Source: an optimization exercise on an open RTL-to-GDS flow (aim: small area). Production flows keep margins and buffers that such runs may drop. In this exercise RTL edits were held to simulation tests only and were not proved equivalent to the original. Power and IR drop assume default switching activity.

==> flow/design.v (excerpt) <==
module gaussian_blur (
  input  logic        clk,
  input  logic        rst_n,
  input  logic [7:0]  pixel_in,
  input  logic        pixel_vld,
  output logic [7:0]  pixel_out,
  output logic        pixel_vld_out
);
  localparam int IMG_W = 32;
  localparam int IMG_H = 24;
  logic [7:0] tap32, tap64;
  window_gen #(.DATA_W(8), .IMG_W(IMG_W)) win0 (
    .clk      (clk),
    .pixel_vld(pixel_vld),
    .pixel_in (pixel_in),
    .tap32    (tap32),
    .tap64    (tap64)
  );
  logic [8:0]  cs_s;
  logic [9:0]  cs_c;
  logic [10:0] rc0;
  logic [9:0]  vin;
  assign cs_s[0] = tap64[0] ^ pixel_in[0];
  assign cs_c[0] = 1'b0;
  assign cs_c[1] = tap64[0] & pixel_in[0];
  for (genvar i = 1; i < 8; i++) begin : g_csa0
    assign {cs_c[i+1], cs_s[i]} = tap64[i] + pixel_in[i] + tap32[i-1];
  end
  assign cs_s[8] = tap32[7];
  assign cs_c[9] = 1'b0;
  assign rc0[0] = 1'b0;
  for (genvar i = 0; i < 10; i++) begin : g_cpa0
    logic a;
    assign a = (i < 9) ? cs_s[i] : 1'b0;
  ...
==> flow/config.mk <==
export PLATFORM = sky130hd
export DESIGN_NAME = gaussian_blur
export DESIGN_NICKNAME = gaussian_blur
export VERILOG_FILES = /design/flow/design.v
export SDC_FILE = /design/flow/constraint.sdc
export NUM_CORES = 4
export LEC_CHECK = 0
export CAP_MARGIN = 20
export CORE_MARGIN = 2
export CORE_UTILIZATION = 40
export SLEW_MARGIN = 20
==> flow/constraint.sdc <==
create_clock -name core_clock -period 5.0 [get_ports {clk}]
set_input_delay 1.0000 -clock core_clock [delete_from_list [all_inputs] [get_ports {clk}]]
set_output_delay 1.0000 -clock core_clock [all_outputs]
set_load 0.01 [all_outputs]
standard.sh (not shown) runs the stock make flow with config.mk's settings and CLKGATE_MAP_FILE= SYNTH_SCRIPT=/design/flow/synth_recipe.tcl, a recipe that flattens the netlist after the stock synthesis.
==> flow/flow/run.sh <==
#!/bin/bash
# Own layout flow: the standard ORFS flow (standard.sh) with
#  - small port buffers,
#  - the pixel_vld fanout driven by a few location-clustered buffers
#    (flow/vld_tree.tcl, run before global placement),
#  - a lean clock tree: no dummy clock loads, small root/branch buffers.
# make and the ORFS step logs (orfs/logs/...) hold each tool's output;
# standard.log holds what standard.sh prints.
set -euo pipefail
export BUFFER_PORTS_ARGS="-buffer_cell sky130_fd_sc_hd__buf_1"
export CTS_ARGS="-sink_clustering_enable -repair_clock_nets -dont_use_dummy_load -buf_list sky130_fd_sc_hd__clkbuf_8 -root_buf sky130_fd_sc_hd__clkbuf_2 -tree_buf sky130_fd_sc_hd__clkbuf_2 -sink_clustering_buffer sky130_fd_sc_hd__clkbuf_8 -sink_clustering_size 20 -sink_clustering_max_diameter 60"
export PRE_GLOBAL_PLACE_TCL="$PWD/flow/vld_tree.tcl"
export VLD_TREE_K=4
export VLD_TREE_CELL=sky130_fd_sc_hd__buf_6
bash standard.sh > standard.log 2>&1
==> flow/flow/vld_tree.tcl <==
# Pre-global-placement hook: drive the pixel_vld loads (the shift-register
# enables) from a few strong buffers, one per location cluster, instead of
# leaving the high-fanout net to repair_design. buffer_ports then puts the
# usual port buffer in front of them.
set block [ord::get_db_block]
set dbu [$block getDbUnitsPerMicron]
set onet [[$block findBTerm pixel_vld] getNet]
set loads {}
foreach it [$onet getITerms] {
  if { [$it isInputSignal] } {
    set bb [[$it getInst] getBBox]
    lappend loads [list [expr {([$bb xMin] + [$bb xMax]) / 2}] \
      [expr {([$bb yMin] + [$bb yMax]) / 2}] \
      "[[$it getInst] getName]/[[$it getMTerm] getName]"]
  }
}
set n [llength $loads]
set k $::env(VLD_TREE_K)
# k groups: columns of equal size by x, each split into rows by y
set cols [expr {int(ceil(sqrt($k)))}]
set rows [expr {int(ceil(double($k) / $cols))}]
set byx [lsort -integer -index 0 $loads]
set per_col [expr {int(ceil(double($n) / $cols))}]
set g 0
for {set c 0} {$c < $cols} {incr c} {
  set colset [lsort -integer -index 1 \
    [lrange $byx [expr {$c * $per_col}] [expr {($c + 1) * $per_col - 1}]]]
  set m [llength $colset]
  if { $m == 0 } { continue }
  set per_row [expr {int(ceil(double($m) / $rows))}]
  for {set r 0} {$r < $rows} {incr r} {
    set grp [lrange $colset [expr {$r * $per_row}] [expr {($r + 1) * $per_row - 1}]]
    if { [llength $grp] == 0 } { continue }
    set sx 0
    set sy 0
    set pins {}
    foreach l $grp {
      set sx [expr {$sx + [lindex $l 0]}]
      set sy [expr {$sy + [lindex $l 1]}]
      lappend pins [get_pins [lindex $l 2]]
    }
    set x [expr {double($sx) / [llength $grp] / $dbu}]
    set y [expr {double($sy) / [llength $grp] / $dbu}]
    insert_buffer -buffer_cell $::env(VLD_TREE_CELL) -net [get_nets [$onet getName]] \
      -load_pins $pins -location [list $x $y] -buffer_name vldbuf_$g
    incr g
  }
}
puts "vld_tree: $n loads of pixel_vld split over $g $::env(VLD_TREE_CELL) buffers"
Edit:
==> flow/flow/run.sh (replaced) <==
#!/bin/bash
# Own layout flow: the standard ORFS flow (standard.sh) with
#  - small port buffers,
#  - the pixel_vld fanout driven by a few location-clustered buffers
#    (flow/vld_tree.tcl, run after global placement),
#  - a lean clock tree: no dummy clock loads, small root/branch buffers.
# make and the ORFS step logs (orfs/logs/...) hold each tool's output;
# standard.log holds what standard.sh prints.
set -euo pipefail
export BUFFER_PORTS_ARGS="-buffer_cell sky130_fd_sc_hd__buf_1"
export CTS_ARGS="-sink_clustering_enable -repair_clock_nets -dont_use_dummy_load -buf_list sky130_fd_sc_hd__clkbuf_8 -root_buf sky130_fd_sc_hd__clkbuf_2 -tree_buf sky130_fd_sc_hd__clkbuf_2 -sink_clustering_buffer sky130_fd_sc_hd__clkbuf_8 -sink_clustering_size 21 -sink_clustering_max_diameter 60"
export POST_GLOBAL_PLACE_TCL="$PWD/flow/vld_tree.tcl"
export VLD_TREE_K=4
export VLD_TREE_CELL=sky130_fd_sc_hd__buf_6
bash standard.sh > standard.log 2>&1
--- a/flow/flow/vld_tree.tcl
+++ b/flow/flow/vld_tree.tcl
@@ -1,8 +1,35 @@
-# Pre-global-placement hook: drive the pixel_vld loads (the shift-register
-# enables) from a few strong buffers, one per location cluster, instead of
-# leaving the high-fanout net to repair_design. buffer_ports then puts the
-# usual port buffer in front of them.
+# Post-global-placement hook: rebuild the buffer tree on pixel_vld (the
+# shift-register enables). The buffers that placement's timing repair put on
+# the net are removed, the port buffer is sized back down, and the loads are
+# split by location over a few buffers placed at their clusters' centres.
 set block [ord::get_db_block]
 set dbu [$block getDbUnitsPerMicron]
-set onet [[$block findBTerm pixel_vld] getNet]
+set pnet [[$block findBTerm pixel_vld] getNet]
+set pbuf ""
+foreach it [$pnet getITerms] {
+  if { [$it isInputSignal] } { set pbuf [$it getInst] }
+}
+# buffers below the port buffer
+set tree {}
+set front [list [[$pbuf findITerm X] getNet]]
+while { [llength $front] > 0 } {
+  set next {}
+  foreach net $front {
+    foreach it [$net getITerms] {
+      if { ![$it isInputSignal] } { continue }
+      set inst [$it getInst]
+      set lc [get_lib_cells -of_objects [get_cells [$inst getName]]]
+      if { [get_property $lc is_buffer] } {
+        lappend tree [$inst getName]
+        lappend next [[$inst findITerm X] getNet]
+      }
+    }
+  }
+  set front $next
+}
+if { [llength $tree] > 0 } {
+  remove_buffers {*}$tree
+}
+replace_cell [get_cells [$pbuf getName]] sky130_fd_sc_hd__buf_1
+set onet [[$pbuf findITerm X] getNet]
 set loads {}
@@ -18,3 +45,2 @@
 set k $::env(VLD_TREE_K)
-# k groups: columns of equal size by x, each split into rows by y
 set cols [expr {int(ceil(sqrt($k)))}]
@@ -48,2 +74,2 @@
 }
-puts "vld_tree: $n loads of pixel_vld split over $g $::env(VLD_TREE_CELL) buffers"
+puts "vld_tree: removed [llength $tree] buffers; $n loads of pixel_vld split over $g $::env(VLD_TREE_CELL) buffers"
Outcome: Total power barely changes. Global-route usage barely changes. Combinational power is lower by 3.6%. Clock power stays flat. Die area does not change. Clock-buffer cell count does not change. Clock skew is lower by 0.0087 ns.
Edit:
--- a/flow/flow/run.sh
+++ b/flow/flow/run.sh
@@ -10,3 +10,3 @@
 export BUFFER_PORTS_ARGS="-buffer_cell sky130_fd_sc_hd__buf_1"
-export CTS_ARGS="-sink_clustering_enable -repair_clock_nets -dont_use_dummy_load -buf_list sky130_fd_sc_hd__clkbuf_8 -root_buf sky130_fd_sc_hd__clkbuf_2 -tree_buf sky130_fd_sc_hd__clkbuf_2 -sink_clustering_buffer sky130_fd_sc_hd__clkbuf_8 -sink_clustering_size 21 -sink_clustering_max_diameter 60"
+export CTS_ARGS="-sink_clustering_enable -repair_clock_nets -dont_use_dummy_load -buf_list sky130_fd_sc_hd__clkbuf_8 -root_buf sky130_fd_sc_hd__clkbuf_2 -tree_buf sky130_fd_sc_hd__clkbuf_2 -sink_clustering_buffer sky130_fd_sc_hd__clkbuf_8 -sink_clustering_size 20 -sink_clustering_max_diameter 80"
 export POST_GLOBAL_PLACE_TCL="$PWD/flow/vld_tree.tcl"
- CORE_UTILIZATION: 40 -> 60
Outcome: The changed run ran to the end with no violations; clock power is lower by about 2%; worst hold slack is better by 0.081 ns; non-clock buffer count is higher by 2; setup slack is worse by 0.014 ns; final cell count is lower by 16%; area after synthesis is unchanged; power is lower by 0.45%; final area is lower by 1.3%.
Edit:
--- a/flow/flow/run.sh
+++ b/flow/flow/run.sh
@@ -10,3 +10,3 @@
 export BUFFER_PORTS_ARGS="-buffer_cell sky130_fd_sc_hd__buf_1"
-export CTS_ARGS="-sink_clustering_enable -repair_clock_nets -dont_use_dummy_load -buf_list sky130_fd_sc_hd__clkbuf_8 -root_buf sky130_fd_sc_hd__clkbuf_2 -tree_buf sky130_fd_sc_hd__clkbuf_2 -sink_clustering_buffer sky130_fd_sc_hd__clkbuf_8 -sink_clustering_size 20 -sink_clustering_max_diameter 80"
+export CTS_ARGS="-sink_clustering_enable -repair_clock_nets -dont_use_dummy_load -buf_list sky130_fd_sc_hd__clkbuf_8 -root_buf sky130_fd_sc_hd__clkbuf_2 -tree_buf sky130_fd_sc_hd__clkbuf_2 -sink_clustering_buffer sky130_fd_sc_hd__clkbuf_8 -sink_clustering_size 20 -sink_clustering_max_diameter 60"
 export POST_GLOBAL_PLACE_TCL="$PWD/flow/vld_tree.tcl"
- CORE_UTILIZATION: 60 -> 40
Design area increases by about 1.4%.
Via count increases by 0.68%.
First-iteration DRC count increases by 3.8%.
Count of clock-buffer cells in the layout increases by 1.
Combinational power decreases by about 2%.
Register-to-register slack barely changes.
Core utilization decreases by 22 points.
Sequential share of layout area decreases by 1.2 points.
Edit:
--- a/flow/flow/run.sh
+++ b/flow/flow/run.sh
@@ -10,3 +10,3 @@
 export BUFFER_PORTS_ARGS="-buffer_cell sky130_fd_sc_hd__buf_1"
-export CTS_ARGS="-sink_clustering_enable -repair_clock_nets -dont_use_dummy_load -buf_list sky130_fd_sc_hd__clkbuf_8 -root_buf sky130_fd_sc_hd__clkbuf_2 -tree_buf sky130_fd_sc_hd__clkbuf_2 -sink_clustering_buffer sky130_fd_sc_hd__clkbuf_8 -sink_clustering_size 20 -sink_clustering_max_diameter 60"
+export CTS_ARGS="-sink_clustering_enable -repair_clock_nets -dont_use_dummy_load -buf_list sky130_fd_sc_hd__clkbuf_8 -root_buf sky130_fd_sc_hd__clkbuf_2 -tree_buf sky130_fd_sc_hd__clkbuf_2 -sink_clustering_buffer sky130_fd_sc_hd__clkbuf_8 -sink_clustering_size 20 -sink_clustering_max_diameter 80"
 export POST_GLOBAL_PLACE_TCL="$PWD/flow/vld_tree.tcl"
Result: Sequential share of layout area hardly moves; setup slack is worse by 0.017 ns; clock-buffer cell count went down by 1; power hardly moves; cell count is about the same; via count hardly moves; first-iteration DRC count is higher by about 5.6%; worst hold slack degrades by 0.0079 ns; synthesized cell count is unchanged; design area stays flat.
Edit:
==> flow/flow/run.sh (replaced) <==
#!/bin/bash
# Own layout flow: the standard ORFS flow (standard.sh) with
#  - small port buffers,
#  - the pixel_vld fanout driven by a few location-clustered buffers
#    (flow/vld_tree.tcl, run after global placement),
#  - a lean clock tree: no dummy clock loads, small root/branch buffers.
# make and the ORFS step logs (orfs/logs/...) hold each tool's output;
# standard.log holds what standard.sh prints.
set -euo pipefail
export BUFFER_PORTS_ARGS="-buffer_cell sky130_fd_sc_hd__buf_1"
export CTS_ARGS="-sink_clustering_enable -repair_clock_nets -dont_use_dummy_load -buf_list sky130_fd_sc_hd__clkbuf_8 -root_buf sky130_fd_sc_hd__clkbuf_2 -tree_buf sky130_fd_sc_hd__clkbuf_2 -sink_clustering_buffer sky130_fd_sc_hd__clkbuf_8 -sink_clustering_size 20 -sink_clustering_max_diameter 60"
export POST_GLOBAL_PLACE_TCL="$PWD/flow/vld_tree.tcl"
export VLD_TREE_K=6
export VLD_TREE_CELL=sky130_fd_sc_hd__buf_4
bash standard.sh > standard.log 2>&1
What happened: Synthesized area stays the same. Hold slack hardly moves. Setup slack is about the same. Sequential power stays flat. Combinational power is higher by about 0.7%. Power rises by about 0.33%. Global-route usage came out higher by 0.12 points.

port drivers added, routing unchanged:
How much do the figures lean on ideal ports? The routed layouts below were timed once more, with nothing changed but the port constraints. Step 1 assumes that a clkbuf_16 drives the clock port and a buf_2 every other input. Step 2 adds t to the input delays and takes it off the output delays; t is the mean of the earliest and latest rising clock arrival at the registers after step 1. Input paths then give back, and output paths get back, about the clock's delay inside the block. a / b / c = no drivers / after step 1 / after step 2; a / b = the first two.
| run | t, ns | setup WS [ns] | slew at the worst register clock pin (ns) | worst data-port slew with drivers (ns) |
|---|---|---|---|---|
| the first run | 0.874 | 0.118 / 0.118 / -0.128 | 0.12 / 0.12 | 0.04 |
| the second run | 0.877 | 0.170 / 0.170 / -0.118 | 0.12 / 0.12 | 0.05 |
| the third run | 0.801 | 0.156 / 0.156 / -0.090 | 0.12 / 0.12 | 0.03 |
| the fourth run | 0.873 | 0.156 / 0.156 / -0.102 | 0.12 / 0.12 | 0.05 |
| the fifth run | 0.865 | 0.139 / 0.139 / -0.089 | 0.12 / 0.12 | 0.05 |
| the sixth run | 0.854 | 0.139 / 0.139 / -0.070 | 0.12 / 0.12 | 0.04 |
Met with ideal ports but missed after step 2: setup timing in every run listed. For the second run, which loses most, drivers alone change the setup slack by 0.000 ns; drivers and shift together by -0.288 ns.
